Source: an optimization exercise on an open RTL-to-GDS flow (aim: small area, a short achievable clock period and few clock cycles). Production flows keep margins and buffers that such runs may drop. At most, simulation tests tie the RTL to the original design; equivalence was not proved. No functional check of the RTL was part of run 3. No activity file was given, so power comes from the tool's default toggle rates.

==> design.v <==
module booth_mul(clk, rst, start, data_in, done, product);
  input clk, rst, start;
  input [31:0] data_in;
  output done;
  output [63:0] product;
  reg [31:0] M;              
  reg [31:0] Q;              
  reg [33:0] AS, AC;         
  reg [7:0] L1, L2;          
  reg [3:0] ONE, TWO, NEG;   
  reg        s_lm, s_lq, s_st, s_f1, s_fin, s_dn;
  reg [1:0] cnt;
  assign done = s_dn;
  assign product = {M, Q};
  wire idle = ~(s_lm | s_lq | s_st | s_fin);
  wire [8:0] nx = s_lq ? {data_in[7:0], 1'b0} : Q[15:7];
  wire nb0_2 = nx[2], nb0_1 = nx[1], nb0_0 = nx[0];
  wire nb1_2 = nx[4], nb1_1 = nx[3], nb1_0 = nx[2];
  wire nb2_2 = nx[6], nb2_1 = nx[5], nb2_0 = nx[4];
  wire nb3_2 = nx[8], nb3_1 = nx[7], nb3_0 = nx[6];
  wire [3:0] n_one = {nb3_1 ^ nb3_0, nb2_1 ^ nb2_0, nb1_1 ^ nb1_0, nb0_1 ^ nb0_0};
  wire [3:0] n_two = {(nb3_2 & ~nb3_1 & ~nb3_0) | (~nb3_2 & nb3_1 & nb3_0), (nb2_2 & ~nb2_1 & ~nb2_0) | (~nb2_2 & nb2_1 & nb2_0), (nb1_2 & ~nb1_1 & ~nb1_0) | (~nb1_2 & nb1_1 & nb1_0), (nb0_2 & ~nb0_1 & ~nb0_0) | (~nb0_2 & nb0_1 & nb0_0)};
  wire [3:0] n_neg = {nb3_2 & ~(nb3_1 & nb3_0), nb2_2 & ~(nb2_1 & nb2_0), nb1_2 & ~(nb1_1 & nb1_0), nb0_2 & ~(nb0_1 & nb0_0)};
  wire [33:0] as_i = s_f1 ? {1'b1, 33'd0} : AS;
  wire [33:0] ac_i = s_f1 ? 34'd0 : AC;
  wire [8:0] lo = s_f1 ? 9'd0 : L1 + L2;
  wire loc = lo[8];
  wire [31:0] mx = M;
  wire [32:0] x0 = {mx[31], mx} ^ {33{NEG[0]}};
  wire [33:0] pp0;
  assign pp0[32:0] = ({33{ONE[0]}} & x0) | ({33{TWO[0]}} & {x0[31:0], NEG[0]});
  assign pp0[33] = ~pp0[32];
  wire [32:0] x1 = {mx[31], mx} ^ {33{NEG[1]}};
  wire [33:0] pp1;
  assign pp1[32:0] = ({33{ONE[1]}} & x1) | ({33{TWO[1]}} & {x1[31:0], NEG[1]});
  assign pp1[33] = ~pp1[32];
  wire [32:0] x2 = {mx[31], mx} ^ {33{NEG[2]}};
  wire [33:0] pp2;
  assign pp2[32:0] = ({33{ONE[2]}} & x2) | ({33{TWO[2]}} & {x2[31:0], NEG[2]});
  assign pp2[33] = ~pp2[32];
  wire [32:0] x3 = {mx[31], mx} ^ {33{NEG[3]}};
  wire [33:0] pp3;
  assign pp3[32:0] = ({33{ONE[3]}} & x3) | ({33{TWO[3]}} & {x3[31:0], NEG[3]});
  assign pp3[33] = ~pp3[32];
  wire s1, k2, s3, k4, s5, k6, s7, k8, s9, k10, s11, k12, s13, k14, s15, k16, s17, k18, s19, k20, s21, k22, s23, k24, s25, k26, s27, k28, s29, k30, s31, k32, s33, k34, s35, k36, s37, k38, s39, k40, s41, k42, s43, k44, s45, k46, s47, k48, s49, k50, s51, k52, s53, k54, s55, k56, s57, k58, s59, k60, s61, k62, s63, k64, s65, k66, s67, k68, s69, k70, s71, k72, s73, k74, s75, k76, s77, k78, s79, k80, s81, k82, s83, k84, s85, k86, s87, k88, s89, k90, s91, k92, s93, k94, s95, k96, s97, k98, s99, k100, s101, k102, s103, k104, s105, k106, s107, k108, s109, k110, s111, k112, s113, k114, s115, k116, s117, k118, s119, k120, s121, k122, s123, k124, s125, k126, s127, k128, s129, k130, s131, k132, s133, k134, s135, k136, s137, k138, s139, k140, s141, k142, s143, k144, s145, k146, s147, k148, s149, k150, s151, k152, s153, k154, s155, k156, s157, k158, s159, k160, s161, k162, s163, k164, s165, k166, s167, k168, s169, k170, s171, k172, s173, k174, s175, k176, s177, k178, s179, k180, s181, k182, s183, k184, s185, k186, s187, k188, s189, k190, s191, k192, s193, k194, s195, k196, s197, k198, s199, k200, s201, k202, s203, k204, s205, k206, s207, k208, s209, k210, s211, k212, s213, k214, s215, k216, s217, k218, s219, k220, s221, k222, s223, k224, s225, k226, s227, k228, s229, k230, s231, k232, s233, k234, s235, k236, s237, k238, s239, k240, s241, k242, s243, k244, s245, k246, s247, k248, s249, k250, s251, k252, s253, k254, s255, k256, s257, k258, s259, k260, s261, k262, s263, k264, s265, k266, s267, k268, s269, k270, s271, k272, s273, k274, s275, k276, s277, k278, s279, k280, s281, k282, s283, k284, s285, k286, s287, k288, s289, k290, s291, k292, s293, k294, s295, k296, s297, k298, s299, k300, s301, k302, s303, k304, s305, k306, s307, k308, s309, k310, s311, k312, s313, k314, s315, k316, s317, k318, s319, k320, s321, k322, s323, k324, s325, k326, s327, k328, s329, k330, s331, k332;
  assign s1 = ac_i[6] ^ as_i[6];
  assign k2 = ac_i[6] & as_i[6];
  assign s3 = ac_i[7] ^ as_i[7];
  assign k4 = ac_i[7] & as_i[7];
  assign s5 = ac_i[8] ^ as_i[8];
  assign k6 = ac_i[8] & as_i[8];
  assign s7 = ac_i[9] ^ as_i[9];
  assign k8 = ac_i[9] & as_i[9];
  assign s9 = ac_i[10] ^ as_i[10];
  assign k10 = ac_i[10] & as_i[10];
  assign s11 = ac_i[11] ^ as_i[11];
  assign k12 = ac_i[11] & as_i[11];
  assign s13 = ac_i[12] ^ as_i[12];
  assign k14 = ac_i[12] & as_i[12];
  assign s15 = ac_i[13] ^ as_i[13];
  assign k16 = ac_i[13] & as_i[13];
  assign s17 = ac_i[14] ^ as_i[14];
  assign k18 = ac_i[14] & as_i[14];
  assign s19 = ac_i[15] ^ as_i[15];
  assign k20 = ac_i[15] & as_i[15];
  assign s21 = ac_i[16] ^ as_i[16];
  assign k22 = ac_i[16] & as_i[16];
  assign s23 = ac_i[17] ^ as_i[17];
  assign k24 = ac_i[17] & as_i[17];
  assign s25 = ac_i[18] ^ as_i[18];
  assign k26 = ac_i[18] & as_i[18];
  assign s27 = ac_i[19] ^ as_i[19];
  assign k28 = ac_i[19] & as_i[19];
  assign s29 = ac_i[20] ^ as_i[20];
  assign k30 = ac_i[20] & as_i[20];
  assign s31 = ac_i[21] ^ as_i[21];
  assign k32 = ac_i[21] & as_i[21];
  assign s33 = ac_i[22] ^ as_i[22];
  assign k34 = ac_i[22] & as_i[22];
  assign s35 = ac_i[23] ^ as_i[23];
  assign k36 = ac_i[23] & as_i[23];
  assign s37 = ac_i[24] ^ as_i[24];
  assign k38 = ac_i[24] & as_i[24];
  assign s39 = ac_i[25] ^ as_i[25];
  assign k40 = ac_i[25] & as_i[25];
  assign s41 = ac_i[26] ^ as_i[26];
  assign k42 = ac_i[26] & as_i[26];
  assign s43 = ac_i[27] ^ as_i[27];
  assign k44 = ac_i[27] & as_i[27];
  assign s45 = ac_i[28] ^ as_i[28];
  assign k46 = ac_i[28] & as_i[28];
  assign s47 = ac_i[29] ^ as_i[29];
  assign k48 = ac_i[29] & as_i[29];
  assign s49 = ac_i[30] ^ as_i[30];
  assign k50 = ac_i[30] & as_i[30];
  assign s51 = ac_i[31] ^ as_i[31];
  assign k52 = ac_i[31] & as_i[31];
  assign s53 = ac_i[0] ^ as_i[0];
  assign k54 = ac_i[0] & as_i[0];
  assign s55 = ac_i[2] ^ as_i[2];
  assign k56 = ac_i[2] & as_i[2];
  assign s57 = ac_i[3] ^ as_i[3];
  assign k58 = ac_i[3] & as_i[3];
  assign s59 = ac_i[4] ^ as_i[4] ^ NEG[2];
  assign k60 = (ac_i[4] & as_i[4]) | (ac_i[4] & NEG[2]) | (as_i[4] & NEG[2]);
  assign s61 = pp0[4] ^ pp1[2];
  assign k62 = pp0[4] & pp1[2];
  assign s63 = ac_i[5] ^ as_i[5] ^ pp0[5];
  assign k64 = (ac_i[5] & as_i[5]) | (ac_i[5] & pp0[5]) | (as_i[5] & pp0[5]);
  assign s65 = pp1[3] ^ pp2[1];
  assign k66 = pp1[3] & pp2[1];
  assign s67 = NEG[3] ^ s1 ^ pp0[6];
  assign k68 = (NEG[3] & s1) | (NEG[3] & pp0[6]) | (s1 & pp0[6]);
  assign s69 = pp1[4] ^ pp2[2] ^ pp3[0];
  assign k70 = (pp1[4] & pp2[2]) | (pp1[4] & pp3[0]) | (pp2[2] & pp3[0]);
  assign s71 = k2 ^ s3 ^ pp0[7];
  assign k72 = (k2 & s3) | (k2 & pp0[7]) | (s3 & pp0[7]);
  assign s73 = pp1[5] ^ pp2[3] ^ pp3[1];
  assign k74 = (pp1[5] & pp2[3]) | (pp1[5] & pp3[1]) | (pp2[3] & pp3[1]);
  assign s75 = k4 ^ s5 ^ pp0[8];
  assign k76 = (k4 & s5) | (k4 & pp0[8]) | (s5 & pp0[8]);
  assign s77 = pp1[6] ^ pp2[4] ^ pp3[2];
  assign k78 = (pp1[6] & pp2[4]) | (pp1[6] & pp3[2]) | (pp2[4] & pp3[2]);
  assign s79 = k6 ^ s7 ^ pp0[9];
  assign k80 = (k6 & s7) | (k6 & pp0[9]) | (s7 & pp0[9]);
  assign s81 = pp1[7] ^ pp2[5] ^ pp3[3];
  assign k82 = (pp1[7] & pp2[5]) | (pp1[7] & pp3[3]) | (pp2[5] & pp3[3]);
  assign s83 = k8 ^ s9 ^ pp0[10];
  assign k84 = (k8 & s9) | (k8 & pp0[10]) | (s9 & pp0[10]);
  assign s85 = pp1[8] ^ pp2[6] ^ pp3[4];
  assign k86 = (pp1[8] & pp2[6]) | (pp1[8] & pp3[4]) | (pp2[6] & pp3[4]);
  assign s87 = k10 ^ s11 ^ pp0[11];
  assign k88 = (k10 & s11) | (k10 & pp0[11]) | (s11 & pp0[11]);
  assign s89 = pp1[9] ^ pp2[7] ^ pp3[5];
  assign k90 = (pp1[9] & pp2[7]) | (pp1[9] & pp3[5]) | (pp2[7] & pp3[5]);
  assign s91 = k12 ^ s13 ^ pp0[12];
  assign k92 = (k12 & s13) | (k12 & pp0[12]) | (s13 & pp0[12]);
  assign s93 = pp1[10] ^ pp2[8] ^ pp3[6];
  assign k94 = (pp1[10] & pp2[8]) | (pp1[10] & pp3[6]) | (pp2[8] & pp3[6]);
  assign s95 = k14 ^ s15 ^ pp0[13];
  assign k96 = (k14 & s15) | (k14 & pp0[13]) | (s15 & pp0[13]);
  assign s97 = pp1[11] ^ pp2[9] ^ pp3[7];
  assign k98 = (pp1[11] & pp2[9]) | (pp1[11] & pp3[7]) | (pp2[9] & pp3[7]);
  assign s99 = k16 ^ s17 ^ pp0[14];
  assign k100 = (k16 & s17) | (k16 & pp0[14]) | (s17 & pp0[14]);
  assign s101 = pp1[12] ^ pp2[10] ^ pp3[8];
  assign k102 = (pp1[12] & pp2[10]) | (pp1[12] & pp3[8]) | (pp2[10] & pp3[8]);
  assign s103 = k18 ^ s19 ^ pp0[15];
  assign k104 = (k18 & s19) | (k18 & pp0[15]) | (s19 & pp0[15]);
  assign s105 = pp1[13] ^ pp2[11] ^ pp3[9];
  assign k106 = (pp1[13] & pp2[11]) | (pp1[13] & pp3[9]) | (pp2[11] & pp3[9]);
  assign s107 = k20 ^ s21 ^ pp0[16];
  assign k108 = (k20 & s21) | (k20 & pp0[16]) | (s21 & pp0[16]);
  assign s109 = pp1[14] ^ pp2[12] ^ pp3[10];
  assign k110 = (pp1[14] & pp2[12]) | (pp1[14] & pp3[10]) | (pp2[12] & pp3[10]);
  assign s111 = k22 ^ s23 ^ pp0[17];
  assign k112 = (k22 & s23) | (k22 & pp0[17]) | (s23 & pp0[17]);
  assign s113 = pp1[15] ^ pp2[13] ^ pp3[11];
  assign k114 = (pp1[15] & pp2[13]) | (pp1[15] & pp3[11]) | (pp2[13] & pp3[11]);
  assign s115 = k24 ^ s25 ^ pp0[18];
  assign k116 = (k24 & s25) | (k24 & pp0[18]) | (s25 & pp0[18]);
  assign s117 = pp1[16] ^ pp2[14] ^ pp3[12];
  assign k118 = (pp1[16] & pp2[14]) | (pp1[16] & pp3[12]) | (pp2[14] & pp3[12]);
  assign s119 = k26 ^ s27 ^ pp0[19];
  assign k120 = (k26 & s27) | (k26 & pp0[19]) | (s27 & pp0[19]);
  assign s121 = pp1[17] ^ pp2[15] ^ pp3[13];
  assign k122 = (pp1[17] & pp2[15]) | (pp1[17] & pp3[13]) | (pp2[15] & pp3[13]);
  assign s123 = k28 ^ s29 ^ pp0[20];
  assign k124 = (k28 & s29) | (k28 & pp0[20]) | (s29 & pp0[20]);
  assign s125 = pp1[18] ^ pp2[16] ^ pp3[14];
  assign k126 = (pp1[18] & pp2[16]) | (pp1[18] & pp3[14]) | (pp2[16] & pp3[14]);
  assign s127 = k30 ^ s31 ^ pp0[21];
  assign k128 = (k30 & s31) | (k30 & pp0[21]) | (s31 & pp0[21]);
  assign s129 = pp1[19] ^ pp2[17] ^ pp3[15];
  assign k130 = (pp1[19] & pp2[17]) | (pp1[19] & pp3[15]) | (pp2[17] & pp3[15]);
  assign s131 = k32 ^ s33 ^ pp0[22];
  assign k132 = (k32 & s33) | (k32 & pp0[22]) | (s33 & pp0[22]);
  assign s133 = pp1[20] ^ pp2[18] ^ pp3[16];
  assign k134 = (pp1[20] & pp2[18]) | (pp1[20] & pp3[16]) | (pp2[18] & pp3[16]);
  assign s135 = k34 ^ s35 ^ pp0[23];
  assign k136 = (k34 & s35) | (k34 & pp0[23]) | (s35 & pp0[23]);
  assign s137 = pp1[21] ^ pp2[19] ^ pp3[17];
  assign k138 = (pp1[21] & pp2[19]) | (pp1[21] & pp3[17]) | (pp2[19] & pp3[17]);
  assign s139 = k36 ^ s37 ^ pp0[24];
  assign k140 = (k36 & s37) | (k36 & pp0[24]) | (s37 & pp0[24]);
  assign s141 = pp1[22] ^ pp2[20] ^ pp3[18];
  assign k142 = (pp1[22] & pp2[20]) | (pp1[22] & pp3[18]) | (pp2[20] & pp3[18]);
  assign s143 = k38 ^ s39 ^ pp0[25];
  assign k144 = (k38 & s39) | (k38 & pp0[25]) | (s39 & pp0[25]);
  assign s145 = pp1[23] ^ pp2[21] ^ pp3[19];
  assign k146 = (pp1[23] & pp2[21]) | (pp1[23] & pp3[19]) | (pp2[21] & pp3[19]);
  assign s147 = k40 ^ s41 ^ pp0[26];
  assign k148 = (k40 & s41) | (k40 & pp0[26]) | (s41 & pp0[26]);
  assign s149 = pp1[24] ^ pp2[22] ^ pp3[20];
  assign k150 = (pp1[24] & pp2[22]) | (pp1[24] & pp3[20]) | (pp2[22] & pp3[20]);
  assign s151 = k42 ^ s43 ^ pp0[27];
  assign k152 = (k42 & s43) | (k42 & pp0[27]) | (s43 & pp0[27]);
  assign s153 = pp1[25] ^ pp2[23] ^ pp3[21];
  assign k154 = (pp1[25] & pp2[23]) | (pp1[25] & pp3[21]) | (pp2[23] & pp3[21]);
  assign s155 = k44 ^ s45 ^ pp0[28];
  assign k156 = (k44 & s45) | (k44 & pp0[28]) | (s45 & pp0[28]);
  assign s157 = pp1[26] ^ pp2[24] ^ pp3[22];
  assign k158 = (pp1[26] & pp2[24]) | (pp1[26] & pp3[22]) | (pp2[24] & pp3[22]);
  assign s159 = k46 ^ s47 ^ pp0[29];
  assign k160 = (k46 & s47) | (k46 & pp0[29]) | (s47 & pp0[29]);
  assign s161 = pp1[27] ^ pp2[25] ^ pp3[23];
  assign k162 = (pp1[27] & pp2[25]) | (pp1[27] & pp3[23]) | (pp2[25] & pp3[23]);
  assign s163 = k48 ^ s49 ^ pp0[30];
  assign k164 = (k48 & s49) | (k48 & pp0[30]) | (s49 & pp0[30]);
  assign s165 = pp1[28] ^ pp2[26] ^ pp3[24];
  assign k166 = (pp1[28] & pp2[26]) | (pp1[28] & pp3[24]) | (pp2[26] & pp3[24]);
  assign s167 = k50 ^ s51 ^ pp0[31];
  assign k168 = (k50 & s51) | (k50 & pp0[31]) | (s51 & pp0[31]);
  assign s169 = pp1[29] ^ pp2[27] ^ pp3[25];
  assign k170 = (pp1[29] & pp2[27]) | (pp1[29] & pp3[25]) | (pp2[27] & pp3[25]);
  assign s171 = as_i[32] ^ k52 ^ pp0[32];
  assign k172 = (as_i[32] & k52) | (as_i[32] & pp0[32]) | (k52 & pp0[32]);
  assign s173 = pp1[30] ^ pp2[28] ^ pp3[26];
  assign k174 = (pp1[30] & pp2[28]) | (pp1[30] & pp3[26]) | (pp2[28] & pp3[26]);
  assign s175 = as_i[33] ^ pp0[33] ^ pp1[31];
  assign k176 = (as_i[33] & pp0[33]) | (as_i[33] & pp1[31]) | (pp0[33] & pp1[31]);
  assign s177 = pp2[29] ^ pp3[27];
  assign k178 = pp2[29] & pp3[27];
  assign s179 = 1'b1 ^ pp1[32] ^ pp2[30];
  assign k180 = (1'b1 & pp1[32]) | (1'b1 & pp2[30]) | (pp1[32] & pp2[30]);
  assign s181 = NEG[0] ^ s53;
  assign k182 = NEG[0] & s53;
  assign s183 = ac_i[1] ^ as_i[1] ^ k54;
  assign k184 = (ac_i[1] & as_i[1]) | (ac_i[1] & k54) | (as_i[1] & k54);
  assign s185 = NEG[1] ^ s55 ^ pp0[2];
  assign k186 = (NEG[1] & s55) | (NEG[1] & pp0[2]) | (s55 & pp0[2]);
  assign s187 = k56 ^ s57 ^ pp0[3];
  assign k188 = (k56 & s57) | (k56 & pp0[3]) | (s57 & pp0[3]);
  assign s189 = k58 ^ s59 ^ pp2[0];
  assign k190 = (k58 & s59) | (k58 & pp2[0]) | (s59 & pp2[0]);
  assign s191 = k60 ^ k62 ^ s65;
  assign k192 = (k60 & k62) | (k60 & s65) | (k62 & s65);
  assign s193 = k66 ^ k64 ^ s67;
  assign k194 = (k66 & k64) | (k66 & s67) | (k64 & s67);
  assign s195 = k68 ^ k70 ^ s71;
  assign k196 = (k68 & k70) | (k68 & s71) | (k70 & s71);
  assign s197 = k72 ^ k74 ^ s75;
  assign k198 = (k72 & k74) | (k72 & s75) | (k74 & s75);
  assign s199 = k76 ^ k78 ^ s79;
  assign k200 = (k76 & k78) | (k76 & s79) | (k78 & s79);
  assign s201 = k80 ^ k82 ^ s83;
  assign k202 = (k80 & k82) | (k80 & s83) | (k82 & s83);
  assign s203 = k84 ^ k86 ^ s87;
  assign k204 = (k84 & k86) | (k84 & s87) | (k86 & s87);
  assign s205 = k88 ^ k90 ^ s91;
  assign k206 = (k88 & k90) | (k88 & s91) | (k90 & s91);
  assign s207 = k92 ^ k94 ^ s95;
  assign k208 = (k92 & k94) | (k92 & s95) | (k94 & s95);
  assign s209 = k96 ^ k98 ^ s101;
  assign k210 = (k96 & k98) | (k96 & s101) | (k98 & s101);
  assign s211 = k100 ^ k102 ^ s103;
  assign k212 = (k100 & k102) | (k100 & s103) | (k102 & s103);
  assign s213 = k104 ^ k106 ^ s107;
  assign k214 = (k104 & k106) | (k104 & s107) | (k106 & s107);
  assign s215 = k108 ^ k110 ^ s111;
  assign k216 = (k108 & k110) | (k108 & s111) | (k110 & s111);
  assign s217 = k112 ^ k114 ^ s115;
  assign k218 = (k112 & k114) | (k112 & s115) | (k114 & s115);
  assign s219 = k116 ^ k118 ^ s119;
  assign k220 = (k116 & k118) | (k116 & s119) | (k118 & s119);
  assign s221 = k120 ^ k122 ^ s123;
  assign k222 = (k120 & k122) | (k120 & s123) | (k122 & s123);
  assign s223 = k124 ^ k126 ^ s127;
  assign k224 = (k124 & k126) | (k124 & s127) | (k126 & s127);
  assign s225 = k128 ^ k130 ^ s131;
  assign k226 = (k128 & k130) | (k128 & s131) | (k130 & s131);
  assign s227 = k132 ^ k134 ^ s135;
  assign k228 = (k132 & k134) | (k132 & s135) | (k134 & s135);
  assign s229 = k136 ^ k138 ^ s139;
  assign k230 = (k136 & k138) | (k136 & s139) | (k138 & s139);
  assign s231 = k140 ^ k142 ^ s143;
  assign k232 = (k140 & k142) | (k140 & s143) | (k142 & s143);
  assign s233 = k144 ^ k146 ^ s147;
  assign k234 = (k144 & k146) | (k144 & s147) | (k146 & s147);
  assign s235 = k148 ^ k150 ^ s151;
  assign k236 = (k148 & k150) | (k148 & s151) | (k150 & s151);
  assign s237 = k152 ^ k154 ^ s155;
  assign k238 = (k152 & k154) | (k152 & s155) | (k154 & s155);
  assign s239 = k156 ^ k158 ^ s159;
  assign k240 = (k156 & k158) | (k156 & s159) | (k158 & s159);
  assign s241 = k160 ^ k162 ^ s163;
  assign k242 = (k160 & k162) | (k160 & s163) | (k162 & s163);
  assign s243 = k164 ^ k166 ^ s167;
  assign k244 = (k164 & k166) | (k164 & s167) | (k166 & s167);
  assign s245 = k168 ^ k170 ^ s171;
  assign k246 = (k168 & k170) | (k168 & s171) | (k170 & s171);
  assign s247 = s177 ^ k172 ^ k174;
  assign k248 = (s177 & k172) | (s177 & k174) | (k172 & k174);
  assign s249 = pp3[28] ^ k178 ^ k176;
  assign k250 = (pp3[28] & k178) | (pp3[28] & k176) | (k178 & k176);
  assign s251 = pp1[33] ^ pp2[31] ^ pp3[29];
  assign k252 = (pp1[33] & pp2[31]) | (pp1[33] & pp3[29]) | (pp2[31] & pp3[29]);
  assign s253 = 1'b1 ^ pp2[32];
  assign k254 = 1'b1 & pp2[32];
  assign s255 = s181 ^ loc;
  assign k256 = s181 & loc;
  assign s257 = k182 ^ pp0[1] ^ s183;
  assign k258 = (k182 & pp0[1]) | (k182 & s183) | (pp0[1] & s183);
  assign s259 = k184 ^ pp1[0] ^ s185;
  assign k260 = (k184 & pp1[0]) | (k184 & s185) | (pp1[0] & s185);
  assign s261 = pp1[1] ^ k186 ^ s187;
  assign k262 = (pp1[1] & k186) | (pp1[1] & s187) | (k186 & s187);
  assign s263 = s61 ^ k188 ^ s189;
  assign k264 = (s61 & k188) | (s61 & s189) | (k188 & s189);
  assign s265 = k190 ^ s63 ^ s191;
  assign k266 = (k190 & s63) | (k190 & s191) | (s63 & s191);
  assign s267 = s69 ^ k192 ^ s193;
  assign k268 = (s69 & k192) | (s69 & s193) | (k192 & s193);
  assign s269 = s73 ^ k194 ^ s195;
  assign k270 = (s73 & k194) | (s73 & s195) | (k194 & s195);
  assign s271 = s77 ^ k196 ^ s197;
  assign k272 = (s77 & k196) | (s77 & s197) | (k196 & s197);
  assign s273 = s81 ^ k198 ^ s199;
  assign k274 = (s81 & k198) | (s81 & s199) | (k198 & s199);
  assign s275 = s85 ^ k200 ^ s201;
  assign k276 = (s85 & k200) | (s85 & s201) | (k200 & s201);
  assign s277 = s89 ^ k202 ^ s203;
  assign k278 = (s89 & k202) | (s89 & s203) | (k202 & s203);
  assign s279 = s93 ^ k204 ^ s205;
  assign k280 = (s93 & k204) | (s93 & s205) | (k204 & s205);
  assign s281 = s97 ^ k206 ^ s207;
  assign k282 = (s97 & k206) | (s97 & s207) | (k206 & s207);
  assign s283 = s99 ^ k208 ^ s209;
  assign k284 = (s99 & k208) | (s99 & s209) | (k208 & s209);
  assign s285 = s105 ^ k210 ^ s211;
  assign k286 = (s105 & k210) | (s105 & s211) | (k210 & s211);
  assign s287 = s109 ^ k212 ^ s213;
  assign k288 = (s109 & k212) | (s109 & s213) | (k212 & s213);
  assign s289 = s113 ^ k214 ^ s215;
  assign k290 = (s113 & k214) | (s113 & s215) | (k214 & s215);
  assign s291 = s117 ^ k216 ^ s217;
  assign k292 = (s117 & k216) | (s117 & s217) | (k216 & s217);
  assign s293 = s121 ^ k218 ^ s219;
  assign k294 = (s121 & k218) | (s121 & s219) | (k218 & s219);
  assign s295 = s125 ^ k220 ^ s221;
  assign k296 = (s125 & k220) | (s125 & s221) | (k220 & s221);
  assign s297 = s129 ^ k222 ^ s223;
  assign k298 = (s129 & k222) | (s129 & s223) | (k222 & s223);
  assign s299 = s133 ^ k224 ^ s225;
  assign k300 = (s133 & k224) | (s133 & s225) | (k224 & s225);
  assign s301 = s137 ^ k226 ^ s227;
  assign k302 = (s137 & k226) | (s137 & s227) | (k226 & s227);
  assign s303 = s141 ^ k228 ^ s229;
  assign k304 = (s141 & k228) | (s141 & s229) | (k228 & s229);
  assign s305 = s145 ^ k230 ^ s231;
  assign k306 = (s145 & k230) | (s145 & s231) | (k230 & s231);
  assign s307 = s149 ^ k232 ^ s233;
  assign k308 = (s149 & k232) | (s149 & s233) | (k232 & s233);
  assign s309 = s153 ^ k234 ^ s235;
  assign k310 = (s153 & k234) | (s153 & s235) | (k234 & s235);
  assign s311 = s157 ^ k236 ^ s237;
  assign k312 = (s157 & k236) | (s157 & s237) | (k236 & s237);
  assign s313 = s161 ^ k238 ^ s239;
  assign k314 = (s161 & k238) | (s161 & s239) | (k238 & s239);
  assign s315 = s165 ^ k240 ^ s241;
  assign k316 = (s165 & k240) | (s165 & s241) | (k240 & s241);
  assign s317 = s169 ^ k242 ^ s243;
  assign k318 = (s169 & k242) | (s169 & s243) | (k242 & s243);
  assign s319 = s173 ^ k244 ^ s245;
  assign k320 = (s173 & k244) | (s173 & s245) | (k244 & s245);
  assign s321 = s175 ^ k246 ^ s247;
  assign k322 = (s175 & k246) | (s175 & s247) | (k246 & s247);
  assign s323 = s179 ^ k248 ^ s249;
  assign k324 = (s179 & k248) | (s179 & s249) | (k248 & s249);
  assign s325 = k180 ^ s251 ^ k250;
  assign k326 = (k180 & s251) | (k180 & k250) | (s251 & k250);
  assign s327 = pp3[30] ^ s253 ^ k252;
  assign k328 = (pp3[30] & s253) | (pp3[30] & k252) | (s253 & k252);
  assign s329 = pp2[33] ^ pp3[31] ^ k254;
  assign k330 = (pp2[33] & pp3[31]) | (pp2[33] & k254) | (pp3[31] & k254);
  assign s331 = 1'b1 ^ pp3[32];
  assign k332 = 1'b1 & pp3[32];
  wire [7:0] t_l1 = {k268, k266, k264, k262, k260, k258, k256, pp0[0]};
  wire [7:0] t_l2 = {s269, s267, s265, s263, s261, s259, s257, s255};
  wire [33:0] t_h1 = {1'b0, 1'b1, pp3[33], s331, s329, s327, k324, k322, k320, k318, k316, k314, k312, k310, k308, k306, k304, k302, k300, k298, k296, k294, k292, k290, k288, k286, k284, k282, k280, k278, k276, k274, k272, k270};
  wire [33:0] t_h2 = {1'b0, 1'b0, k332, k330, k328, k326, s325, s323, s321, s319, s317, s315, s313, s311, s309, s307, s305, s303, s301, s299, s297, s295, s293, s291, s289, s287, s285, s283, s281, s279, s277, s275, s273, s271};
  wire [39:0] fsum;
  fadd u_fadd(.x({AS[31:0], L1}), .y({AC[31:0], L2}), .s(fsum));
  always @(posedge clk) begin
    if (rst) begin
      s_lm <= 1'b0; s_lq <= 1'b0; s_st <= 1'b0; s_f1 <= 1'b0; s_fin <= 1'b0; s_dn <= 1'b0;
    end else begin
      s_lm <= idle & start;
      s_lq <= s_lm;
      s_st <= s_lq | (s_st & (cnt != 2'd3));
      s_f1 <= s_lq;
      s_fin <= s_st & (cnt == 2'd3);
      if (idle & start) s_dn <= 1'b0;
      else if (s_fin) s_dn <= 1'b1;
    end
  end
  always @(posedge clk) begin
    if (s_lq) cnt <= 2'd0;
    else if (s_st) cnt <= cnt + 2'd1;
  end
  always @(posedge clk) begin
    ONE <= n_one; TWO <= n_two; NEG <= n_neg;
    AS <= t_h1; AC <= t_h2;
    L1 <= t_l1; L2 <= t_l2;
  end
  always @(posedge clk) begin
    if (s_lm) M <= data_in;
    else if (s_fin) M <= fsum[39:8];
  end
  always @(posedge clk) begin
    if (s_lq) Q <= data_in;
    else if (s_st | s_fin) Q <= {lo[7:0], Q[31:8]};
  end
endmodule
module fadd_p(input [39:0] x, y, input cin, output [40:0] s);
  wire [39:0] g0 = x & y;
  wire [39:0] p0 = x ^ y;
  wire G1 = g0[0] | (p0[0] & cin);
  wire P1 = 1'b0;
  wire G2 = g0[2] | (p0[2] & g0[1]);
  wire P2 = p0[2] & p0[1];
  wire G3 = g0[4] | (p0[4] & g0[3]);
  wire P3 = p0[4] & p0[3];
  wire G4 = g0[6] | (p0[6] & g0[5]);
  wire P4 = p0[6] & p0[5];
  wire G5 = g0[8] | (p0[8] & g0[7]);
  wire P5 = p0[8] & p0[7];
  wire G6 = g0[10] | (p0[10] & g0[9]);
  wire P6 = p0[10] & p0[9];
  wire G7 = g0[12] | (p0[12] & g0[11]);
  wire P7 = p0[12] & p0[11];
  wire G8 = g0[14] | (p0[14] & g0[13]);
  wire P8 = p0[14] & p0[13];
  wire G9 = g0[16] | (p0[16] & g0[15]);
  wire P9 = p0[16] & p0[15];
  wire G10 = g0[18] | (p0[18] & g0[17]);
  wire P10 = p0[18] & p0[17];
  wire G11 = g0[20] | (p0[20] & g0[19]);
  wire P11 = p0[20] & p0[19];
  wire G12 = g0[22] | (p0[22] & g0[21]);
  wire P12 = p0[22] & p0[21];
  wire G13 = g0[24] | (p0[24] & g0[23]);
  wire P13 = p0[24] & p0[23];
  wire G14 = g0[26] | (p0[26] & g0[25]);
  wire P14 = p0[26] & p0[25];
  wire G15 = g0[28] | (p0[28] & g0[27]);
  wire P15 = p0[28] & p0[27];
  wire G16 = g0[30] | (p0[30] & g0[29]);
  wire P16 = p0[30] & p0[29];
  wire G17 = g0[32] | (p0[32] & g0[31]);
  wire P17 = p0[32] & p0[31];
  wire G18 = g0[34] | (p0[34] & g0[33]);
  wire P18 = p0[34] & p0[33];
  wire G19 = g0[36] | (p0[36] & g0[35]);
  wire P19 = p0[36] & p0[35];
  wire G20 = g0[38] | (p0[38] & g0[37]);
  wire P20 = p0[38] & p0[37];
  wire G21 = g0[1] | (p0[1] & G1);
  wire P21 = p0[1] & P1;
  wire G22 = G2 | (P2 & G1);
  wire P22 = P2 & P1;
  wire G23 = g0[5] | (p0[5] & G3);
  wire P23 = p0[5] & P3;
  wire G24 = G4 | (P4 & G3);
  wire P24 = P4 & P3;
  wire G25 = g0[9] | (p0[9] & G5);
  wire P25 = p0[9] & P5;
  wire G26 = G6 | (P6 & G5);
  wire P26 = P6 & P5;
  wire G27 = g0[13] | (p0[13] & G7);
  wire P27 = p0[13] & P7;
  wire G28 = G8 | (P8 & G7);
  wire P28 = P8 & P7;
  wire G29 = g0[17] | (p0[17] & G9);
  wire P29 = p0[17] & P9;
  wire G30 = G10 | (P10 & G9);
  wire P30 = P10 & P9;
  wire G31 = g0[21] | (p0[21] & G11);
  wire P31 = p0[21] & P11;
  wire G32 = G12 | (P12 & G11);
  wire P32 = P12 & P11;
  wire G33 = g0[25] | (p0[25] & G13);
  wire P33 = p0[25] & P13;
  wire G34 = G14 | (P14 & G13);
  wire P34 = P14 & P13;
  wire G35 = g0[29] | (p0[29] & G15);
  wire P35 = p0[29] & P15;
  wire G36 = G16 | (P16 & G15);
  wire P36 = P16 & P15;
  wire G37 = g0[33] | (p0[33] & G17);
  wire P37 = p0[33] & P17;
  wire G38 = G18 | (P18 & G17);
  wire P38 = P18 & P17;
  wire G39 = g0[37] | (p0[37] & G19);
  wire P39 = p0[37] & P19;
  wire G40 = G20 | (P20 & G19);
  wire P40 = P20 & P19;
  wire G41 = g0[3] | (p0[3] & G22);
  wire P41 = p0[3] & P22;
  wire G42 = G3 | (P3 & G22);
  wire P42 = P3 & P22;
  wire G43 = G23 | (P23 & G22);
  wire P43 = P23 & P22;
  wire G44 = G24 | (P24 & G22);
  wire P44 = P24 & P22;
  wire G45 = g0[11] | (p0[11] & G26);
  wire P45 = p0[11] & P26;
  wire G46 = G7 | (P7 & G26);
  wire P46 = P7 & P26;
  wire G47 = G27 | (P27 & G26);
  wire P47 = P27 & P26;
  wire G48 = G28 | (P28 & G26);
  wire P48 = P28 & P26;
  wire G49 = g0[19] | (p0[19] & G30);
  wire P49 = p0[19] & P30;
  wire G50 = G11 | (P11 & G30);
  wire P50 = P11 & P30;
  wire G51 = G31 | (P31 & G30);
  wire P51 = P31 & P30;
  wire G52 = G32 | (P32 & G30);
  wire P52 = P32 & P30;
  wire G53 = g0[27] | (p0[27] & G34);
  wire P53 = p0[27] & P34;
  wire G54 = G15 | (P15 & G34);
  wire P54 = P15 & P34;
  wire G55 = G35 | (P35 & G34);
  wire P55 = P35 & P34;
  wire G56 = G36 | (P36 & G34);
  wire P56 = P36 & P34;
  wire G57 = g0[35] | (p0[35] & G38);
  wire P57 = p0[35] & P38;
  wire G58 = G19 | (P19 & G38);
  wire P58 = P19 & P38;
  wire G59 = G39 | (P39 & G38);
  wire P59 = P39 & P38;
  wire G60 = G40 | (P40 & G38);
  wire P60 = P40 & P38;
  wire G61 = g0[7] | (p0[7] & G44);
  wire P61 = p0[7] & P44;
  wire G62 = G5 | (P5 & G44);
  wire P62 = P5 & P44;
  wire G63 = G25 | (P25 & G44);
  wire P63 = P25 & P44;
  wire G64 = G26 | (P26 & G44);
  wire P64 = P26 & P44;
  wire G65 = G45 | (P45 & G44);
  wire P65 = P45 & P44;
  wire G66 = G46 | (P46 & G44);
  wire P66 = P46 & P44;
  wire G67 = G47 | (P47 & G44);
  wire P67 = P47 & P44;
  wire G68 = G48 | (P48 & G44);
  wire P68 = P48 & P44;
  wire G69 = g0[23] | (p0[23] & G52);
  wire P69 = p0[23] & P52;
  wire G70 = G13 | (P13 & G52);
  wire P70 = P13 & P52;
  wire G71 = G33 | (P33 & G52);
  wire P71 = P33 & P52;
  wire G72 = G34 | (P34 & G52);
  wire P72 = P34 & P52;
  wire G73 = G53 | (P53 & G52);
  wire P73 = P53 & P52;
  wire G74 = G54 | (P54 & G52);
  wire P74 = P54 & P52;
  wire G75 = G55 | (P55 & G52);
  wire P75 = P55 & P52;
  wire G76 = G56 | (P56 & G52);
  wire P76 = P56 & P52;
  wire G77 = g0[39] | (p0[39] & G60);
  wire P77 = p0[39] & P60;
  wire G78 = g0[15] | (p0[15] & G68);
  wire P78 = p0[15] & P68;
  wire G79 = G9 | (P9 & G68);
  wire P79 = P9 & P68;
  wire G80 = G29 | (P29 & G68);
  wire P80 = P29 & P68;
  wire G81 = G30 | (P30 & G68);
  wire P81 = P30 & P68;
  wire G82 = G49 | (P49 & G68);
  wire P82 = P49 & P68;
  wire G83 = G50 | (P50 & G68);
  wire P83 = P50 & P68;
  wire G84 = G51 | (P51 & G68);
  wire P84 = P51 & P68;
  wire G85 = G52 | (P52 & G68);
  wire P85 = P52 & P68;
  wire G86 = G69 | (P69 & G68);
  wire P86 = P69 & P68;
  wire G87 = G70 | (P70 & G68);
  wire P87 = P70 & P68;
  wire G88 = G71 | (P71 & G68);
  wire P88 = P71 & P68;
  wire G89 = G72 | (P72 & G68);
  wire P89 = P72 & P68;
  wire G90 = G73 | (P73 & G68);
  wire P90 = P73 & P68;
  wire G91 = G74 | (P74 & G68);
  wire P91 = P74 & P68;
  wire G92 = G75 | (P75 & G68);
  wire P92 = P75 & P68;
  wire G93 = G76 | (P76 & G68);
  wire P93 = P76 & P68;
  wire G94 = g0[31] | (p0[31] & G93);
  wire P94 = p0[31] & P93;
  wire G95 = G17 | (P17 & G93);
  wire P95 = P17 & P93;
  wire G96 = G37 | (P37 & G93);
  wire P96 = P37 & P93;
  wire G97 = G38 | (P38 & G93);
  wire P97 = P38 & P93;
  wire G98 = G57 | (P57 & G93);
  wire P98 = P57 & P93;
  wire G99 = G58 | (P58 & G93);
  wire P99 = P58 & P93;
  wire G100 = G59 | (P59 & G93);
  wire P100 = P59 & P93;
  wire G101 = G60 | (P60 & G93);
  wire P101 = P60 & P93;
  wire G102 = G77 | (P77 & G93);
  wire P102 = P77 & P93;
  assign s = {G102, p0[39] ^ G101, p0[38] ^ G100, p0[37] ^ G99, p0[36] ^ G98, p0[35] ^ G97, p0[34] ^ G96, p0[33] ^ G95, p0[32] ^ G94, p0[31] ^ G93, p0[30] ^ G92, p0[29] ^ G91, p0[28] ^ G90, p0[27] ^ G89, p0[26] ^ G88, p0[25] ^ G87, p0[24] ^ G86, p0[23] ^ G85, p0[22] ^ G84, p0[21] ^ G83, p0[20] ^ G82, p0[19] ^ G81, p0[18] ^ G80, p0[17] ^ G79, p0[16] ^ G78, p0[15] ^ G68, p0[14] ^ G67, p0[13] ^ G66, p0[12] ^ G65, p0[11] ^ G64, p0[10] ^ G63, p0[9] ^ G62, p0[8] ^ G61, p0[7] ^ G44, p0[6] ^ G43, p0[5] ^ G42, p0[4] ^ G41, p0[3] ^ G22, p0[2] ^ G21, p0[1] ^ G1, p0[0] ^ cin};
endmodule
module fadd(x, y, s);
  input [39:0] x, y;
  output [39:0] s;
  wire [40:0] w;
  fadd_p u(.x(x), .y(y), .cin(1'b0), .s(w));
  assign s = w[39:0];
endmodule
==> flow/run.sh <==
#!/bin/bash
# Own layout flow: the standard layout (standard.sh), with the input and
# output ports buffered by sky130_fd_sc_hd__buf_2 instead of the cell
# buffer_ports picks by default. Everything else is the standard flow.
# Runs in the standard flow's work folder; each tool's output goes to a log file here.
set -euo pipefail
work=$(pwd)
cp config.mk flow_config.mk
echo "export BUFFER_PORTS_ARGS = -buffer_cell sky130_fd_sc_hd__buf_2" >> flow_config.mk
sed "s#${work}/config.mk#${work}/flow_config.mk#g; s#DESIGN_CONFIG=config.mk#DESIGN_CONFIG=${work}/flow_config.mk#g" standard.sh > flow_standard.sh
grep -q flow_config.mk flow_standard.sh
bash flow_standard.sh > flow_standard.log 2>&1
==> standard.sh <==
#!/bin/bash
# synth_recipe.tcl (not shown) runs the flow's synth.tcl, then flattens the netlist and writes it again
# the make line also repeats each setting of config.mk as NAME=value (left out here)
make -C /OpenROAD-flow-scripts/flow DESIGN_CONFIG=/design/flow/config.mk WORK_HOME=/design/flow/orfs CLKGATE_MAP_FILE= SYNTH_SCRIPT=/design/flow/synth_recipe.tcl "${@:-finish}"
==> config.mk <==
export PLATFORM = sky130hd
export DESIGN_NAME = booth_mul
export DESIGN_NICKNAME = booth_mul
export VERILOG_FILES = /design/flow/design.v
export SDC_FILE = /design/flow/constraint.sdc
export NUM_CORES = 4
export LEC_CHECK = 0
export CAP_MARGIN = 20
export CORE_MARGIN = 2
export CORE_UTILIZATION = 50
export PLACE_DENSITY = 0.7
export SETUP_SLACK_MARGIN = 1.7
export SLEW_MARGIN = 20
==> constraint.sdc <==
create_clock -name core_clock -period 5.0 [get_ports {clk}]
set_input_delay 1.0000 -clock core_clock [delete_from_list [all_inputs] [get_ports {clk}]]
set_output_delay 1.0000 -clock core_clock [all_outputs]
set_load 0.01 [all_outputs]
==> results_dict.tcl, run 1 <==
set metrics [dict create \
    tightest_slew_ns 0.964 \
    report.final.hold_viol_count 0 \
    syn_avg_cell_area_um2 9.77 \
    num_vias 11300 \
    async_reset_ff_frac 0 \
    dieArea_um2 29100 \
    power_w 0.0123 \
    synth_ff_type "dfxtp_1" \
    nFillCells 2373 \
    clk_transition_reported_paths_ns 0.08 \
    most-common-layout-cells "inv_1 (188), fa_1 (132), nand2_1 (114)" \
    layout_commonest_cell "inv_1" \
    synth_area_um2 13900 \
    fmax_mhz 315 \
    synthAdderAreaFrac 0.263 \
    worst-path-buf-inv 2 \
    finalCoreUtilization 0.552 \
    grt_max_degree 57 \
    io_pins 100 \
    drt_first_pass_iters 5 \
    crit_type "register to register" \
    slew_violations 0 \
    multiInputGateArea_um2 8800 \
    cts_buffer_depth 2 \
    crit_chain "buf_4, a221o_1, nand2_1, fa_1, fa_1, inv_1, fa_1" \
    post-route-period-util 0.636 \
    layout_min_cycle_time_ns 3.18 \
    antenna_left 0 \
    routed_via_density 6.17 \
    portBuffers 99 \
    synthesis.nets 1670 \
    antenna_found_initial 0 \
    drtIter0Drc 1151 \
    p_leak_nw 6.63 \
    drive_gt1_frac 0.169 \
    peakVddDrop_mv 0.319 \
    htreeDepth 4 \
    ys_warn_count 1 \
    setup_tns_ns 0 \
    cp.required_ns 5.31 \
    cp-start-kind "register" \
    area_growth_pct 9.60 \
    yosysSeqAreaShare 0.281 \
    hp-start "s_fin$_SDFF_PP0_" \
    coreArea_um2 27600 \
    diodes 0 \
    first_global_vias 11000 \
    pre_cts_ws_ns 1.64 \
    crit_path_frequent_cell "fa_1" \
    synth_simple_gate_area_frac 0.102 \
    synth_xor_area_frac 0.0359 \
    setup_viol 0 \
    holdPathStages 2 \
    root_buffer "clkbuf_16" \
    drv_cap 0 \
    grt.total_usage 0.283 \
    seqCellArea_um2 3930 \
    relSlewSlack 0.358 \
    status "complete, no violations" \
    reg2reg_depth 7 \
    wirelength_mm 40.3 \
    holdPathEnd "s_dn$_SDFFE_PP0P_" \
    die_h_um 171 \
    netlist_instances 1422 \
    clk-insertion-delay-late_ns 0.45 \
    muxShareOfSynthArea 0.0219 \
    r2r_start "NEG[1]$_DFF_P_" \
    path_delay_family "adder cells" \
    synth-seq-cells 163 \
    critPathMaxStageDelay_ns 0.92 \
    synth-edff-count 64 \
    post_drt_wl_per_cell_um 22.0 \
    die_x_um 171 \
    grt_overflow 0 \
    holdCritPathClass "register to register" \
    setup_slack_ns 1.82 \
    fin_skew_ns 0.0180 \
    gp_congestion 0.920 \
    cts_tree "built" \
    cp.arrival_ns 3.49 \
    rsz0062_at_grt "false" \
    worst_setup_path_end_kind "register" \
    drc_errors 0 \
    start_util 0.504 \
    hpwlAfterDp_mm 29.4 \
    rows 61 \
    critPathSlowestCell "dfxtp_2" \
    synth_top_family_by_area "adder cells" \
    clock_sinks 163 \
    cp_max_fo 40 \
    powerDensity_nw_per_um2 811 \
    rr_endpoint "AC[22]$_DFF_P_" \
    grt_pass1_wl_mm 62.5 \
    synth_compound_area_frac 0.211 \
    cts_buffers 17 \
    r2r_setup_slack_ns 1.82 \
    synthDistinctLibCells 64 \
    nNetsFinal 1686 \
]
[worst reg2reg max path, cell delays in order, from the launching register on]
cell,delay [ns]
dfxtp_2,0.92
buf_4,0.42
a221o_1,0.14
nand2_1,0.09
fa_1,0.48
fa_1,0.52
inv_1,0.05
fa_1,0.45
[power breakdown]
group	internal (W)	switching (W)
Clock	0.000688	0.000680
Sequential	0.00221	0.000791
Combinational	0.00340	0.00457
Total	0.00630	0.00604
[sequential cells by signal, indices dropped and copies added, names as in the netlist]
| register | count |
|---|---|
| AC | 32 |
| L1 | 8 |
| AS | 31 |
| s_f1 | 1 |
| s_dn | 1 |
| Q | 32 |
| s_lq | 1 |
| M | 32 |
| ONE | 4 |
| s_st | 1 |
| s_fin | 1 |
| NEG | 4 |
| cnt | 2 |
| s_lm | 1 |
| L2 | 8 |
| TWO | 4 |
[worst max path at each step]
stage / startpoint / end / slack [ns] / depth (start not counted)
finish: NEG[1]$_DFF_P_ / AC[22]$_DFF_P_ / 1.82 / 7
global placement: TWO[0]$_DFF_P_ / AC[5]$_DFF_P_ / 1.69 / 10
CTS: ONE[0]$_DFF_P_ / AC[8]$_DFF_P_ / 1.71 / 9
detailed placement: TWO[0]$_DFF_P_ / AC[2]$_DFF_P_ / 1.64 / 10
floorplan: NEG[2]$_DFF_P_ / AC[6]$_DFF_P_ / 1.97 / 8
global route: NEG[1]$_DFF_P_ / AC[22]$_DFF_P_ / 1.73 / 7
[through the flow]
stage | instances | hold WS, ns | instance area, um2
6_report | 1829 | 0.503 | 15200
5_1_grt | 1829 | 0.533 | 15200
4_1_cts | 1829 | 0.509 | 15200
3_5_place_dp | 1796 | 0.496 | 14600
3_3_place_gp | 1796 | 0.479 | 14600
2_1_floorplan | 1422 | 0.457 | 13900
[cells in the mapped netlist (3+ instances only)]
cell / number / area, um2
mux2_2: 19 / 214
o21a_1: 3 / 22.5
xnor2_1: 14 / 123
inv_1: 190 / 713
nor2b_1: 63 / 394
o221a_2: 37 / 417
o221ai_1: 56 / 490
o21bai_1: 4 / 30.0
clkbuf_1: 110 / 413
a21o_1: 7 / 52.6
a31oi_1: 3 / 18.8
a221o_1: 57 / 571
mux2i_1: 9 / 90.1
nor2_1: 75 / 282
o31ai_1: 7 / 52.6
dfxtp_1: 99 / 1980
edfxtp_1: 64 / 1920
a211oi_1: 8 / 60.1
nand2_1: 114 / 428
or2_2: 3 / 18.8
o21ai_0: 38 / 190
nand3b_1: 3 / 22.5
a21boi_0: 3 / 22.5
nand4_1: 5 / 31.3
a22o_1: 6 / 52.6
fa_1: 132 / 2640
nor3_1: 11 / 55.1
a22oi_1: 31 / 233
o21ai_1: 3 / 15.0
a221oi_1: 38 / 333
buf_1: 14 / 52.6
nand3_1: 9 / 45.0
xor2_1: 43 / 377
ha_1: 81 / 1010
a21oi_1: 25 / 125
[routing by layer]
| metal | track usage | wire length (um) |
|---|---|---|
| met4 | 0.110 | 1120 |
| met5 | 0 | 0 |
| met1 | 0.376 | 16300 |
| met3 | 0.0497 | 3430 |
| met2 | 0.463 | 19400 |
[logic make-up after synthesis]
logic type / Yosys count
AOI/OAI and AO/OA: 346
buffers and inverters: 314
muxes: 28
DFF: 163
adders and majority gates: 213
and+or+nand+nor: 301
xor gates and xnor gates: 57
[layout make-up]
cell class                      instances  share of cell area
Clock buffer                           17              0.0280
Timing Repair Buffer                  121              0.0437
Clock inverter                         15              0.0136
Multi-Input combinational cell        945               0.579
Inverter                              190              0.0474
Tap cell                              378              0.0311
Sequential cell                       163               0.258
[what timing repair did]
item / 4_1_cts / 5_1_grt
setup buffers: 1 / 0
endpoints found under the hold margin: 0 / 0
hold buffers: 0 / 0
resized for setup: 4 / 4
setup endpoints to repair: 18 / 38
Testbench counts, summed over its fixed seeds: cycles 12,800.
==> run 2, diff against run 1 <==
--- a/config.mk
+++ b/config.mk
@@ -11,3 +11,3 @@
 export PLACE_DENSITY = 0.7
-export SETUP_SLACK_MARGIN = 1.7
+export SETUP_SLACK_MARGIN = 2.0
 export SLEW_MARGIN = 20
==> run 2 against run 1 <==
Critical endpoint is now AC[21]$_DFF_P_. Synthesized area stayed put. Register-to-register slack better by 0.24 ns. Largest cell class unchanged. Clock skew is 0.0034 ns higher.
==> results_dict.tcl, run 2 <==
set metrics [dict create \
    synth_ff_type "dfxtp_1" \
    first_global_vias 11200 \
    rsz0062_at_grt "true" \
    clock_sinks 163 \
    drive_gt1_frac 0.197 \
    cts_tree "built" \
    worst_setup_path_end_kind "register" \
    synthDistinctLibCells 64 \
    synth_most_common_cell "inv_1" \
    start_util 0.504 \
    synth_common_cells "inv_1 (190), fa_1 (132), nand2_1 (114)" \
    setup_slack_ns 2.06 \
    synthesis.nets 1670 \
    critPathMaxStageDelay_ns 0.43 \
    path_delay_family "adder cells" \
    antenna_found_initial 2 \
    cts_buffers 17 \
    rr_endpoint "AC[21]$_DFF_P_" \
    grt_overflow 0 \
    synth_largest_area_cell "fa_1" \
    nNetsFinal 1730 \
    die_x_um 171 \
    pre_cts_ws_ns 1.56 \
    htreeDepth 4 \
    tightest_slew_ns 0.968 \
    drt_first_pass_iters 7 \
    area_growth_pct 13.2 \
    cts_buffer_depth 2 \
    most-common-layout-cells "inv_1 (185), fa_1 (132), nand2_1 (114)" \
    report.final.hold_viol_count 0 \
    layout_commonest_cell "inv_1" \
    crit_chain "buf_12, clkinvlp_4, buf_6, o221a_2, nor2_1, fa_1, inv_1, fa_1, inv_1, fa_1" \
    synth_area_um2 13900 \
    r2r_start "TWO[0]$_DFF_P_" \
    slew_violations 0 \
    layout_min_cycle_time_ns 2.94 \
    reg_top3 "AC (32), M (32), Q (32)" \
    root_buffer "clkbuf_16" \
    gp_congestion 0.914 \
    synth-edff-count 64 \
    holdPathEnd "s_fin$_SDFF_PP0_" \
    status "complete, no violations" \
    clk_transition_reported_paths_ns 0.09 \
    die_h_um 171 \
    cp.arrival_ns 3.27 \
    relSlewSlack 0.354 \
    async_reset_ff_frac 0 \
    holdCritPathClass "register to register" \
    crit_path_frequent_cell "fa_1" \
    powerDensity_nw_per_um2 793 \
    setup_viol 0 \
    grt_max_degree 67 \
    rows 61 \
    final_cell_area_um2 15700 \
    hold_slack_ns 0.499 \
    critPathLaunch "TWO[0]$_DFF_P_" \
    cp-start-kind "register" \
    drv_cap 0 \
    synth-seq-cells 163 \
    post_drt_wl_per_cell_um 23.0 \
    r2r_setup_slack_ns 2.06 \
    yosysTopAreaCellShare 0.190 \
    routed_via_density 6.19 \
    grt_pass1_wl_mm 64.1 \
    post-route-period-util 0.588 \
    yosysSeqAreaShare 0.281 \
    p_leak_nw 6.89 \
    fmax_mhz 340 \
    ys_warn_count 1 \
    critPathSlowestCell "fa_1" \
    netlist_instances 1422 \
    crit_type "register to register" \
    worst-path-buf-inv 5 \
    holdPathStages 2 \
    hpwlAfterDp_mm 29.5 \
    clk-insertion-delay-late_ns 0.45 \
    fin_skew_ns 0.0213 \
    syn_avg_cell_area_um2 9.77 \
    setup_tns_ns 0 \
    antenna_left 0 \
    hp-start "s_st$_SDFF_PP0_" \
    drtIter0Drc 1207 \
    reg2reg_depth 10 \
    dieArea_um2 29100 \
    io_pins 100 \
    portBuffers 99 \
    num_vias 11600 \
    placed_area_um2 14600 \
    finalCoreUtilization 0.571 \
    grt.total_usage 0.292 \
    nFillCells 2389 \
    coreArea_um2 27600 \
    synth.area.top_cells "fa_1 (19%), dfxtp_1 (14%), edfxtp_1 (14%)" \
    peakVddDrop_mv 0.388 \
    wirelength_mm 43.2 \
    cp.required_ns 5.33 \
    drc_errors 0 \
    cp_max_fo 17 \
]
[run 2: cell types whose count changed in the layout (fill, tap and decap cells not counted), sizes merged]
| cell | change |
|---|---|
| diode | +1 |
| buf | +41 |
| clkbuf | +2 |
| clkinvlp | +3 |
| clkinv | -2 |
[run 2: cells by family (layout without fill, tap and decap cells)]
| logic type | count (synthesis) | count (layout) | synth area share |
|---|---|---|---|
| other | 0 | 1 | 0 |
| AND/OR/NAND/NOR | 301 | 301 | 0.102 |
| AO/OA/AOI/OAI | 346 | 346 | 0.211 |
| multiplexers | 28 | 28 | 0.0219 |
| buffers and inverters | 314 | 387 | 0.0849 |
| adder cells (fa/ha/maj) | 213 | 213 | 0.263 |
| XOR/XNOR | 57 | 57 | 0.0359 |
| flip-flops | 163 | 163 | 0.281 |
[run 2: stage by stage]
step,instances,power (W)
6_report,1874,0.0125
5_1_grt,1873,0.0138
4_1_cts,1836,0.0123
3_5_place_dp,1794,0.0108
3_3_place_gp,1794,0.0105
2_1_floorplan,1422,0.00849
[run 2: tightest hold or removal path: cells and delay by family, from the launching register on]
kind / cells / cell delay [ns]
flip-flops: 1 / 0.36
AND/OR/NAND/NOR: 2 / 0.11
[run 2: worst max-delay path by stage]
stage / to / slack [ns] / depth (start not counted)
2_1_floorplan: L2[7]$_DFF_P_ / 2.06 / 9
3_3_place_gp: AC[7]$_DFF_P_ / 1.66 / 10
3_5_place_dp: AC[9]$_DFF_P_ / 1.56 / 10
4_1_cts: AC[6]$_DFF_P_ / 2.00 / 8
5_1_grt: AC[26]$_DFF_P_ / 1.95 / 8
6_report: AC[21]$_DFF_P_ / 2.06 / 10
[run 2: report_power, final]
group / leakage (nW) / switching, W / internal (W)
Combinational: 5.16 / 0.00472 / 0.00346
Sequential: 1.43 / 0.000709 / 0.00221
Clock: 0.301 / 0.000686 / 0.000688
Total: 6.89 / 0.00612 / 0.00636
[run 2: metal layers]
layer,GRT usage,routed length (um),up-vias
li1,-,-,5151
met1,0.382,17100,5706
met2,0.469,20300,632
met3,0.0625,3990,118
met4,0.129,1790,2
met5,0,10,-
[run 2: final cells by class]
class,count,area (um2),share of cell area
well taps,378,473,0.0301
diodes,1,2.50,0.000159
clock buffers,17,425,0.0271
repair inverters,1,7.51,0.000477
repair buffers,164,1150,0.0731
clock inverters,15,199,0.0127
flip-flops and latches,163,3930,0.250
multi-input cells,945,8810,0.560
inverters,190,728,0.0463
[run 2: timing repair]
action | 4_1_cts | 5_1_grt
hold buffers | 0 | 0
gates resized for setup | 19 | 10
endpoints found under the setup margin | 62 | 43
hold endpoints to repair | 0 | 0
setup buffers | 9 | 35
gates cloned | 1 | 2
==> run 3, diff against run 2 <==
--- a/design.v
+++ b/design.v
@@ -10,8 +10,10 @@
   reg [3:0] ONE, TWO, NEG;   
-  reg        s_lm, s_lq, s_st, s_f1, s_fin, s_dn;
-  reg [1:0] cnt;
+  reg        s_lm, s_lq, s_fin, s_dn;
+  reg [3:0] st;             
   assign done = s_dn;
   assign product = {M, Q};
+  wire s_st = |st;
   wire idle = ~(s_lm | s_lq | s_st | s_fin);
-  wire [8:0] nx = s_lq ? {data_in[7:0], 1'b0} : Q[15:7];
+  wire g = ~(|st[3:1] | s_fin);
+  wire [8:0] nx = s_lm ? {data_in[7:0], 1'b0} : Q[15:7];
   wire nb0_2 = nx[2], nb0_1 = nx[1], nb0_0 = nx[0];
@@ -23,7 +25,7 @@
   wire [3:0] n_neg = {nb3_2 & ~(nb3_1 & nb3_0), nb2_2 & ~(nb2_1 & nb2_0), nb1_2 & ~(nb1_1 & nb1_0), nb0_2 & ~(nb0_1 & nb0_0)};
-  wire [33:0] as_i = s_f1 ? {1'b1, 33'd0} : AS;
-  wire [33:0] ac_i = s_f1 ? 34'd0 : AC;
-  wire [8:0] lo = s_f1 ? 9'd0 : L1 + L2;
+  wire [33:0] as_i = g ? {1'b1, 33'd0} : AS;
+  wire [33:0] ac_i = g ? 34'd0 : AC;
+  wire [8:0] lo = g ? 9'd0 : L1 + L2;
   wire loc = lo[8];
-  wire [31:0] mx = M;
+  wire [31:0] mx = st[0] ? data_in : M;
   wire [32:0] x0 = {mx[31], mx} ^ {33{NEG[0]}};
@@ -385,9 +387,8 @@
     if (rst) begin
-      s_lm <= 1'b0; s_lq <= 1'b0; s_st <= 1'b0; s_f1 <= 1'b0; s_fin <= 1'b0; s_dn <= 1'b0;
+      s_lm <= 1'b0; s_lq <= 1'b0; st <= 4'd0; s_fin <= 1'b0; s_dn <= 1'b0;
     end else begin
       s_lm <= idle & start;
-      s_lq <= s_lm;
-      s_st <= s_lq | (s_st & (cnt != 2'd3));
-      s_f1 <= s_lq;
-      s_fin <= s_st & (cnt == 2'd3);
+      s_lq <= 1'b0;
+      st <= {st[2:0], s_lm};
+      s_fin <= st[3];
       if (idle & start) s_dn <= 1'b0;
@@ -397,6 +398,2 @@
   always @(posedge clk) begin
-    if (s_lq) cnt <= 2'd0;
-    else if (s_st) cnt <= cnt + 2'd1;
-  end
-  always @(posedge clk) begin
     ONE <= n_one; TWO <= n_two; NEG <= n_neg;
@@ -406,3 +403,3 @@
   always @(posedge clk) begin
-    if (s_lm) M <= data_in;
+    if (st[0]) M <= data_in;
     else if (s_fin) M <= fsum[39:8];
@@ -410,3 +407,3 @@
   always @(posedge clk) begin
-    if (s_lq) Q <= data_in;
+    if (s_lm) Q <= data_in;
     else if (s_st | s_fin) Q <= {lo[7:0], Q[31:8]};
==> run 3 against run 2 <==
Wire length shrank 2.9%. Largest power group unchanged. Clock power shrank 9%. Hold slack gained 0.0039 ns. Die area grew 0.60%. Largest cell class unchanged. Register-to-register slack lost 0.24 ns. Cell count grew 2.7%. Via count shrank 2.0%.
==> results_dict.tcl, run 3 <==
set metrics [dict create \
    status "complete, no violations" \
    nNetsFinal 1780 \
    gp_congestion 0.915 \
    setup_tns_ns 0 \
    r2r_setup_slack_ns 1.82 \
    p_leak_nw 7.54 \
    reg_top3 "AC (32), M (32), Q (32)" \
    wirelength_mm 41.9 \
    clk_transition_reported_paths_ns 0.08 \
    post_drt_wl_per_cell_um 21.8 \
    synth_ff_type "dfxtp_1" \
    cp-start-kind "register" \
    tightest_slew_ns 0.934 \
    setup_slack_ns 1.82 \
    cp.arrival_ns 3.57 \
    drive_gt1_frac 0.293 \
    start_util 0.506 \
    syn_avg_cell_area_um2 9.78 \
    coreArea_um2 27600 \
    nFillCells 2264 \
    synthAdderAreaFrac 0.260 \
    io_pins 100 \
    drtIter0Drc 1151 \
    holdPathStages 1 \
    worst_setup_path_end_kind "register" \
    die_h_um 171 \
    grt.total_usage 0.290 \
    routed_via_density 5.91 \
    synth_top_family_by_area "adder cells" \
    antenna_found_initial 0 \
    synth.area.top_cells "fa_1 (19%), dfxtp_1 (14%), edfxtp_1 (14%)" \
    clk-insertion-delay-late_ns 0.44 \
    rr_endpoint "AC[17]$_DFF_P_" \
    synth_largest_area_cell "fa_1" \
    holdCritPathClass "register to register" \
    fin_skew_ns 0.0211 \
    post-route-period-util 0.636 \
    drv_cap 0 \
    grt_max_degree 65 \
    combPwrFrac 0.631 \
    diodes 0 \
    die_x_um 171 \
    r2r_start "st[0]$_SDFF_PP0_" \
    grt_pass1_wl_mm 63.9 \
    drt_first_pass_iters 6 \
    cts_buffers 17 \
    netlist_instances 1429 \
    yosysSeqAreaShare 0.278 \
    synth_simple_gate_area_frac 0.0714 \
    synthesis.nets 1676 \
    holdPathEnd "s_fin$_SDFF_PP0_" \
    hp-start "st[3]$_SDFF_PP0_" \
    synth_xor_area_frac 0.0596 \
    clockPowerShare 0.121 \
    synth-seq-cells 162 \
    synth_most_common_cell "inv_1" \
    relSlewSlack 0.377 \
    switching_share 0.466 \
    rsz0062_at_grt "true" \
    synth_area_um2 14000 \
    root_buffer "clkbuf_16" \
    synth_compound_area_frac 0.225 \
    cts_buffer_depth 2 \
    setup_viol 0 \
    layout_min_cycle_time_ns 3.18 \
    first_global_vias 11400 \
    drc_errors 0 \
    crit_type "register to register" \
    muxShareOfSynthArea 0.0246 \
    seqPwrFrac 0.248 \
    cp_max_fo 8 \
    report.final.hold_viol_count 0 \
    synth_common_cells "inv_1 (209), fa_1 (131), dfxtp_1 (98)" \
    cts_hold_buf 0 \
    synth-edff-count 64 \
    portBuffers 99 \
    reg2reg_depth 11 \
    ys_warn_count 1 \
    slew_violations 0 \
    powerDensity_nw_per_um2 597 \
    synthDistinctLibCells 57 \
    multiInputGateArea_um2 10200 \
    area_growth_pct 23.4 \
    num_vias 11400 \
    htreeDepth 4 \
    netSwitchingPower_w 0.00480 \
    cts_tree "built" \
    antenna_left 0 \
    clock_sinks 162 \
    seqCellArea_um2 3930 \
    async_reset_ff_frac 0 \
    final_cell_area_um2 17200 \
    grt_overflow 0 \
    peakVddDrop_mv 0.368 \
    dieArea_um2 29300 \
    rows 61 \
    hpwlAfterDp_mm 30.9 \
    most-common-layout-cells "inv_1 (198), buf_2 (99), fa_1 (79)" \
    cp.required_ns 5.39 \
    pre_cts_ws_ns 1.35 \
    fmax_mhz 315 \
    placed_area_um2 15500 \
    p_int_w 0.00549 \
    layout_commonest_cell "inv_1" \
    yosysTopAreaCellShare 0.188 \
]
[run 3: cell count changes after synthesis, moves of 29 or more]
cell / previous run / this run
and2_1: 0 / 58
a21o_1: 7 / 40
a22oi_1: 31 / 82
a221o_1: 57 / 28
nor2b_1: 63 / 10
nand2_1: 114 / 65
o221ai_1: 56 / 0
a22o_1: 6 / 40
clkbuf_1: 110 / 77
o21ai_0: 38 / 87
xnor2_1: 14 / 79
nor2_1: 75 / 32
o221a_2: 37 / 0
[run 3: layout make-up]
class | count | share of cell area
clock inverters | 14 | 0.00617
inverters | 210 | 0.0460
well taps | 378 | 0.0274
repair buffers | 176 | 0.0756
multi-input cells | 965 | 0.591
repair inverters | 1 | 0.000435
flip-flops and latches | 162 | 0.228
clock buffers | 18 | 0.0249
[run 3: logic make-up (layout without fill, tap and decap cells)]
group | count (synthesis) | after routing
XOR/XNOR | 95 | 95
multiplexers | 32 | 32
AND/OR/NAND/NOR | 196 | 196
buffers and inverters | 302 | 419
AO/OA/AOI/OAI | 430 | 430
flip-flops | 162 | 162
adder cells (fa/ha/maj) | 212 | 212
[run 3: what timing repair did]
item,4_1_cts,5_1_grt
resized for setup,61,91
setup endpoints to repair,80,74
pin swaps,22,32
setup buffers,25,28
cloned,3,2
[run 3: worst max-delay path: stages (launching register included)]
cell and delay, ns:
dfxtp_4 0.41, buf_12 0.14, buf_16 0.14, buf_12 0.13, nand2_8 0.05, a21boi_4 0.27, xnor2_1 0.15, a22oi_1 0.24
fa_1 0.49, fa_1 0.50, inv_1 0.06, fa_2 0.52
[run 3: worst max-delay path by stage]
stage                          start             end  slack (ns)  depth (start not counted)
floorplan                 data_in[7]   AC[6]$_DFF_P_        1.81                          7
global placement         data_in[14]  AC[13]$_DFF_P_        1.40                          9
detailed placement       data_in[14]  AC[13]$_DFF_P_        1.35                          9
CTS                 st[1]$_SDFF_PP0_   AC[8]$_DFF_P_        1.85                         10
global route        s_fin$_SDFF_PP0_   AC[8]$_DFF_P_        1.73                         10
finish              st[0]$_SDFF_PP0_  AC[17]$_DFF_P_        1.82                         11
[run 3: metal layers]
layer / GRT usage / wire length (um) / share of wire / vias to the layer above
li1: - / - / - / 5183
met1: 0.358 / 16300 / 0.39 / 5647
met4: 0.112 / 1570 / 0.037 / 0
met2: 0.509 / 21300 / 0.51 / 456
met3: 0.0444 / 2720 / 0.065 / 88
met5: 0 / 0 / 0 / -
[run 3: stage by stage]
step	cells	total power, W	util	hold WS [ns]
global placement	1834	0.00817	0.562	0.485
detailed placement	1834	0.00834	0.562	0.494
floorplan	1429	0.00639	-	0.476
global route	1924	0.0112	0.624	0.520
CTS	1894	0.00987	0.600	0.509
finish	1924	0.0103	0.624	0.503
[run 3: power by group through the flow]
stage | registers (W) | logic, W | clock network, W
2_1_floorplan | 0.00224 | 0.00415 | 0
3_5_place_dp | 0.00253 | 0.00580 | 0
6_report | 0.00256 | 0.00649 | 0.00124
3_3_place_gp | 0.00252 | 0.00564 | 0
5_1_grt | 0.00261 | 0.00723 | 0.00131
4_1_cts | 0.00253 | 0.00609 | 0.00126

-- static timing again, ports no longer ideal --
No port has a modelled driver above. Below, the same layouts with a new extraction and two added sets of constraints.
Step 1, drivers: a clkbuf_16 drives clk and a buf_2 each remaining input, both assumed.
Step 2 adds t to the input delays and takes it off the output delays; t is the mean of the earliest and latest rising clock arrival at the registers after step 1. Input paths then give back, and output paths get back, about the clock's delay inside the block.
Three values: no drivers, after step 1, after step 2; two values: the first two.
run | t, ns | setup slack, ns | worst setup path after step 2 | latest minus earliest clock arrival (ns)
run 1 | 0.493 | 1.821 / 1.821 / 1.821 | register to register | 0.018 / 0.019
run 2 | 0.495 | 2.060 / 2.060 / 2.060 | register to register | 0.022 / 0.021
run 3 | 0.482 | 1.822 / 1.822 / 1.430 | input to register | 0.021 / 0.021
After both steps setup and hold are still met in every run listed. For run 3, which loses most, drivers alone change the setup slack by 0.000 ns; drivers and shift together by -0.392 ns.
